From an optimization exercise on the open Yosys and OpenROAD flow, aimed at small area, a short achievable clock period and few clock cycles per item; shortcuts taken in it are not production practice.
Power figures rest on the tool's default switching activity, not on a simulated workload.

==> flow/design.v <==
`timescale 1ns / 1ns
module mat_ops_controller #(
	parameter DATA_LEN = 8,
	parameter N = 8,
	parameter ADDRESS_SIZE = 4
)
(
	input                         i_clk,
	input                         i_rstn,
	input   [DATA_LEN*N-1:0]      i_read_data_A,
	output  [ADDRESS_SIZE-1:0]    o_address_A,
	output                        o_wr_en_A,
	output  [DATA_LEN*N-1:0]      o_write_data_A,
	input   [DATA_LEN*N-1:0]      i_read_data_B,
	output  [ADDRESS_SIZE-1:0]    o_address_B,
	output                        o_wr_en_B,
	output  [DATA_LEN*N-1:0]      o_write_data_B,
	output                        o_done
);
	reg        idle;
	reg        P;
	reg  [8:0] S;
	reg  [2:0] T;
	reg  [2:0] r;
	reg  [2:0] wrow;      
	reg        pa0;       
	wire start = (i_read_data_A[7:0] == 8'd1);
	wire go    = idle && pa0 && start;
	wire r0    = (r == 3'd0);
	wire r7    = (r == 3'd7);
	wire [8:0] S_n;
	assign S_n[0] = P || (go && addr_a[3]) || (S[8] && !r7);
	assign S_n[1] = S[0];
	assign S_n[2] = S[1] && !r0;
	assign S_n[3] = (S[1] && r0) || S[2];
	assign S_n[8:4] = S[7:3];
	wire [2:0] T_n = {T[1:0], S[8] && r7};
	wire       idle_n = (idle && !go) || T[2];
	wire [2:0] r_n    = S[8] ? r + 3'd1 : r;
	wire [2:0] wrow_n = S[8] ? r : wrow;
	wire       wb_n   = S_n[2] || T_n[2];
	wire [2:0] k_n    = {S_n[5] | S_n[6] | S_n[7] | S_n[8],
	                     S_n[3] | S_n[4] | S_n[7] | S_n[8],
	                     S_n[1] | S_n[4] | S_n[6] | S_n[8]};
	wire       ra_n   = go || (|S_n[7:0]) || (S_n[8] && !r7) || T[2];
	wire [2:0] rowa_n = S_n[8] ? r_n + 3'd1 : r_n;
	reg  [3:0] addr_a;
	reg  [3:0] addr_b;
	reg        wr_b;
	reg        done;
	reg        v0;
	reg        f0;
	always @(posedge i_clk, negedge i_rstn) begin
		if (!i_rstn) begin
			idle   <= 1'b1;
			P      <= 1'b0;
			pa0    <= 1'b1;
			S      <= 9'd0;
			T      <= 3'd0;
			r      <= 3'd0;
			wrow   <= 3'd0;
			addr_a <= 4'd0;
			addr_b <= 4'd0;
			wr_b   <= 1'b0;
			done   <= 1'b0;
		end else begin
			idle   <= idle_n;
			P      <= go && !addr_a[3];
			pa0    <= !addr_a[3];
			S      <= S_n;
			T      <= T_n;
			r      <= r_n;
			wrow   <= wrow_n;
			addr_a <= ra_n ? {1'b1, rowa_n} : 4'd0;
			addr_b <= wb_n ? {1'b1, wrow_n} : {1'b0, k_n};
			wr_b   <= wb_n;
			done   <= T_n[2];
		end
	end
	wire [2:0] k0 = addr_b[2:0];
	reg        h0;
	always @(posedge i_clk) begin
		v0 <= (|S_n) && !S_n[2];
		f0 <= S_n[0];
		h0 <= (|S_n) && !wb_n && (k_n == 3'd0);
	end
	reg                  f1;
	reg  [11:0]          a2, a2n;
	reg                  f2, keep2;
	reg                  h1, h2, hkeep2;
	wire [7:0]           a1 = i_read_data_A[8*k0 +: 8];
	wire [11:0]          a1_enc;
	genvar m;
	generate
		for (m = 0; m < 4; m = m + 1) begin : BOOTH
			wire hi = a1[2*m+1];
			wire md = a1[2*m];
			wire lo = (m == 0) ? 1'b0 : a1[2*m-1];
			assign a1_enc[3*m]   = hi;
			assign a1_enc[3*m+1] = md ^ lo;
			assign a1_enc[3*m+2] = (hi & ~md & ~lo) | (~hi & md & lo);
		end
	endgenerate
	wire [63:0]          acc;
	always @(posedge i_clk) begin
		f1    <= f0;
		f2    <= f1;
		keep2 <= !f1;
		h1    <= h0;
		h2    <= h1;
		hkeep2 <= !h1;
		a2    <= v0 ? a1_enc : 12'd0;
		a2n   <= v0 ? ~a1_enc : 12'hfff;
	end
	genvar j;
	generate
		for (j = 0; j < N; j = j + 1) begin : LANE
			mac_lane #(.KEEP_LOW((j / 2) % 2), .A_LOW(j < N/2 ? 0 : 1)) u_lane (
				.i_clk (i_clk),
				.a     (j < N/2 ? a2 : a2n),
				.b     (i_read_data_B[8*j +: 8]),
				.first (j < 2 ? f2 : j < 4 ? keep2 : j < 6 ? h2 : hkeep2),
				.acc   (acc[8*j +: 8])
			);
		end
	endgenerate
	assign o_address_A    = addr_a;
	assign o_wr_en_A      = done;
	assign o_write_data_A = {(DATA_LEN*N){1'b0}};
	assign o_address_B    = addr_b;
	assign o_wr_en_B      = wr_b;
	assign o_write_data_B = acc;
	assign o_done         = done;
endmodule
module mac_lane #(
	parameter KEEP_LOW = 0,   
	parameter A_LOW    = 0    
) (
	input            i_clk,
	input      [11:0] a,
	input      [7:0] b,
	input            first,
	output reg [7:0] acc
);
	wire [14:0] d;
	reg  [14:0] q;
	wire [11:0] ad = A_LOW ? ~a : a;
	wire neg0 = ad[0];
	wire one0 = ad[1];
	wire two0 = ad[2];
	wire neg1 = ad[3];
	wire one1 = ad[4];
	wire two1 = ad[5];
	wire neg2 = ad[6];
	wire one2 = ad[7];
	wire two2 = ad[8];
	wire neg3 = ad[9];
	wire one3 = ad[10];
	wire two3 = ad[11];
	wire t1;
	wire t2;
	wire t3;
	wire t4;
	wire t5;
	wire t6;
	wire t7;
	wire t8;
	wire t9;
	wire t10;
	wire t11;
	wire t12;
	wire t13;
	wire t14;
	wire t15;
	assign t1 = (neg1 & ~(one1 & b[0])) ^ (((one0 & b[3]) | (two0 & b[2])) ^ neg0);
	assign t2 = (neg1 & ~(one1 & b[0])) & (((one0 & b[3]) | (two0 & b[2])) ^ neg0);
	assign t3 = (one2 & b[0]) ^ (((one0 & b[4]) | (two0 & b[3])) ^ neg0) ^ (((one1 & b[2]) | (two1 & b[1])) ^ neg1);
	assign t4 = ((one2 & b[0]) & (((one0 & b[4]) | (two0 & b[3])) ^ neg0)) | ((one2 & b[0]) & (((one1 & b[2]) | (two1 & b[1])) ^ neg1)) | ((((one0 & b[4]) | (two0 & b[3])) ^ neg0) & (((one1 & b[2]) | (two1 & b[1])) ^ neg1));
	assign t5 = (neg2 & ~(one2 & b[0])) ^ (((one0 & b[5]) | (two0 & b[4])) ^ neg0) ^ (((one1 & b[3]) | (two1 & b[2])) ^ neg1);
	assign t6 = ((neg2 & ~(one2 & b[0])) & (((one0 & b[5]) | (two0 & b[4])) ^ neg0)) | ((neg2 & ~(one2 & b[0])) & (((one1 & b[3]) | (two1 & b[2])) ^ neg1)) | ((((one0 & b[5]) | (two0 & b[4])) ^ neg0) & (((one1 & b[3]) | (two1 & b[2])) ^ neg1));
	assign t7 = (((one2 & b[1]) | (two2 & b[0])) ^ neg2) ^ t4;
	assign t8 = (((one2 & b[1]) | (two2 & b[0])) ^ neg2) & t4;
	assign t9 = (one3 & b[0]) ^ (((one0 & b[6]) | (two0 & b[5])) ^ neg0) ^ (((one1 & b[4]) | (two1 & b[3])) ^ neg1);
	assign t10 = ((one3 & b[0]) & (((one0 & b[6]) | (two0 & b[5])) ^ neg0)) | ((one3 & b[0]) & (((one1 & b[4]) | (two1 & b[3])) ^ neg1)) | ((((one0 & b[6]) | (two0 & b[5])) ^ neg0) & (((one1 & b[4]) | (two1 & b[3])) ^ neg1));
	assign t11 = (((one2 & b[2]) | (two2 & b[1])) ^ neg2) ^ t6 ^ t9;
	assign t12 = ((((one2 & b[2]) | (two2 & b[1])) ^ neg2) & t6) | ((((one2 & b[2]) | (two2 & b[1])) ^ neg2) & t9) | (t6 & t9);
	assign t13 = (neg3 & ~(one3 & b[0])) ^ (((one0 & b[7]) | (two0 & b[6])) ^ neg0) ^ (((one1 & b[5]) | (two1 & b[4])) ^ neg1);
	assign t14 = (((one2 & b[3]) | (two2 & b[2])) ^ neg2) ^ (((one3 & b[1]) | (two3 & b[0])) ^ neg3) ^ t10;
	assign t15 = t13 ^ t14;
	assign d[0] = (one0 & b[0]);
	assign d[1] = (neg0 & ~(one0 & b[0]));
	assign d[2] = (((one0 & b[1]) | (two0 & b[0])) ^ neg0);
	assign d[3] = (one1 & b[0]);
	assign d[4] = (((one0 & b[2]) | (two0 & b[1])) ^ neg0);
	assign d[5] = (((one1 & b[1]) | (two1 & b[0])) ^ neg1);
	assign d[6] = t1;
	assign d[7] = t2;
	assign d[8] = t3;
	assign d[9] = t5;
	assign d[10] = t7;
	assign d[11] = t8;
	assign d[12] = t11;
	assign d[13] = t12;
	assign d[14] = t15;
	always @(posedge i_clk)
		q <= d;
	wire first_q = first;
	wire [7:0] g = (KEEP_LOW ? !first_q : first_q) ? 8'd0 : acc;
	always @(posedge i_clk)
		acc <= g + {q[13] , q[11] , q[9] , q[7] , q[5] , q[3] , q[1] , q[0]} + {q[14] , q[12] , q[10] , q[8] , q[6] , q[4] , q[2] , 1'b0};
endmodule
export LEC_CHECK = 0
export CAP_MARGIN = 20
export CORE_MARGIN = 2
export CORE_UTILIZATION = 40
export CTS_BUF_LIST = sky130_fd_sc_hd__clkbuf_4 sky130_fd_sc_hd__clkbuf_8 sky130_fd_sc_hd__clkbuf_16
export CTS_CLUSTER_DIAMETER = 60
export CTS_CLUSTER_SIZE = 30
export PLACE_DENSITY = 0.6
export SETUP_SLACK_MARGIN = 2.6
export SLEW_MARGIN = 20
create_clock -name core_clock -period 5.0 [get_ports {i_clk}]
standard.sh (not shown) runs the stock make flow with config.mk's settings and CLKGATE_MAP_FILE= SYNTH_SCRIPT=/design/flow/synth_recipe.tcl, a recipe that flattens the netlist after the stock synthesis.
==> flow/flow/run.sh <==
#!/bin/bash
# The standard layout (the standard.sh, standard synthesis unchanged) with
# the port buffers made from the smallest buffer cell instead of the
# clock-delay buffer that buffer_ports picks by default.
set -euo pipefail
bash standard.sh BUFFER_PORTS_ARGS="-buffer_cell sky130_fd_sc_hd__buf_1" finish > make_finish.log 2>&1
Then changed:
--- a/flow/design.v
+++ b/flow/design.v
@@ -19,13 +19,12 @@
 );
 	reg        idle;
 	reg        P;
 	reg  [8:0] S;
 	reg  [2:0] T;
 	reg  [2:0] r;
-	reg  [2:0] wrow;      
 	reg        pa0;       
 	wire start = (i_read_data_A[7:0] == 8'd1);
 	wire go    = idle && pa0 && start;
 	wire r0    = (r == 3'd0);
 	wire r7    = (r == 3'd7);
 	wire [8:0] S_n;
@@ -34,13 +33,13 @@
 	assign S_n[2] = S[1] && !r0;
 	assign S_n[3] = (S[1] && r0) || S[2];
 	assign S_n[8:4] = S[7:3];
 	wire [2:0] T_n = {T[1:0], S[8] && r7};
 	wire       idle_n = (idle && !go) || T[2];
 	wire [2:0] r_n    = S[8] ? r + 3'd1 : r;
-	wire [2:0] wrow_n = S[8] ? r : wrow;
+	wire [2:0] wrow_n = r_n - 3'd1;     
 	wire       wb_n   = S_n[2] || T_n[2];
 	wire [2:0] k_n    = {S_n[5] | S_n[6] | S_n[7] | S_n[8],
 	                     S_n[3] | S_n[4] | S_n[7] | S_n[8],
 	                     S_n[1] | S_n[4] | S_n[6] | S_n[8]};
 	wire       ra_n   = go || (|S_n[7:0]) || (S_n[8] && !r7) || T[2];
 	wire [2:0] rowa_n = S_n[8] ? r_n + 3'd1 : r_n;
@@ -55,34 +54,33 @@
 			idle   <= 1'b1;
 			P      <= 1'b0;
 			pa0    <= 1'b1;
 			S      <= 9'd0;
 			T      <= 3'd0;
 			r      <= 3'd0;
-			wrow   <= 3'd0;
 			addr_a <= 4'd0;
 			addr_b <= 4'd0;
 			wr_b   <= 1'b0;
 			done   <= 1'b0;
 		end else begin
 			idle   <= idle_n;
 			P      <= go && !addr_a[3];
 			pa0    <= !addr_a[3];
 			S      <= S_n;
 			T      <= T_n;
 			r      <= r_n;
-			wrow   <= wrow_n;
 			addr_a <= ra_n ? {1'b1, rowa_n} : 4'd0;
 			addr_b <= wb_n ? {1'b1, wrow_n} : {1'b0, k_n};
 			wr_b   <= wb_n;
 			done   <= T_n[2];
 		end
 	end
-	wire [2:0] k0 = addr_b[2:0];
+	reg  [2:0] k0;
 	reg        h0;
 	always @(posedge i_clk) begin
+		k0 <= k_n;
 		v0 <= (|S_n) && !S_n[2];
 		f0 <= S_n[0];
 		h0 <= (|S_n) && !wb_n && (k_n == 3'd0);
 	end
 	reg                  f1;
 	reg  [11:0]          a2, a2n;
The changed run passed the timing, DRC and antenna checks.
Total power stays flat.
Clock-buffer cell count decreases by 3.
Synthesized area barely changes.
Setup slack improves by 0.038 ns.
Combinational power increases by about 3%.
Wire length increases by 1.9%.
Cell area decreases by 1.0%.
Maximum frequency increases by 1.6%.
Sequential share of layout area increases by 0.20 points.
Synthesized cell count decreases by 0.38%.
Non-clock buffer count decreases by 6.
No run of this note included a check of the RTL's function; only the layout flow was run.

-- re-timing with driven ports --
The flow's constraints put no driver on any port. The routed layouts listed below were extracted and timed again, unchanged, in two steps. Step 1: set_driving_cell puts a clkbuf_16 on i_clk and a buf_2 on each other input, an assumption about the parent block. Step 2 adds t to the input delays and takes it off the output delays; t is the mean of the earliest and latest rising clock arrival at the registers after step 1. Input paths then give back, and output paths get back, about the clock's delay inside the block. Slacks: ideal ports / drivers / drivers and shift; pairs: ideal ports / drivers.
run	t (ns)	setup WS [ns]	hold WS [ns]
the first run	0.575	2.612 / 2.612 / 2.321	0.334 / 0.334 / 0.334
the second run	0.562	2.649 / 2.649 / 2.342	0.348 / 0.348 / 0.348
After both steps setup and hold are still met in every run listed. For the second run, which loses most, drivers alone change the setup slack by 0.000 ns; drivers and shift together by -0.307 ns.
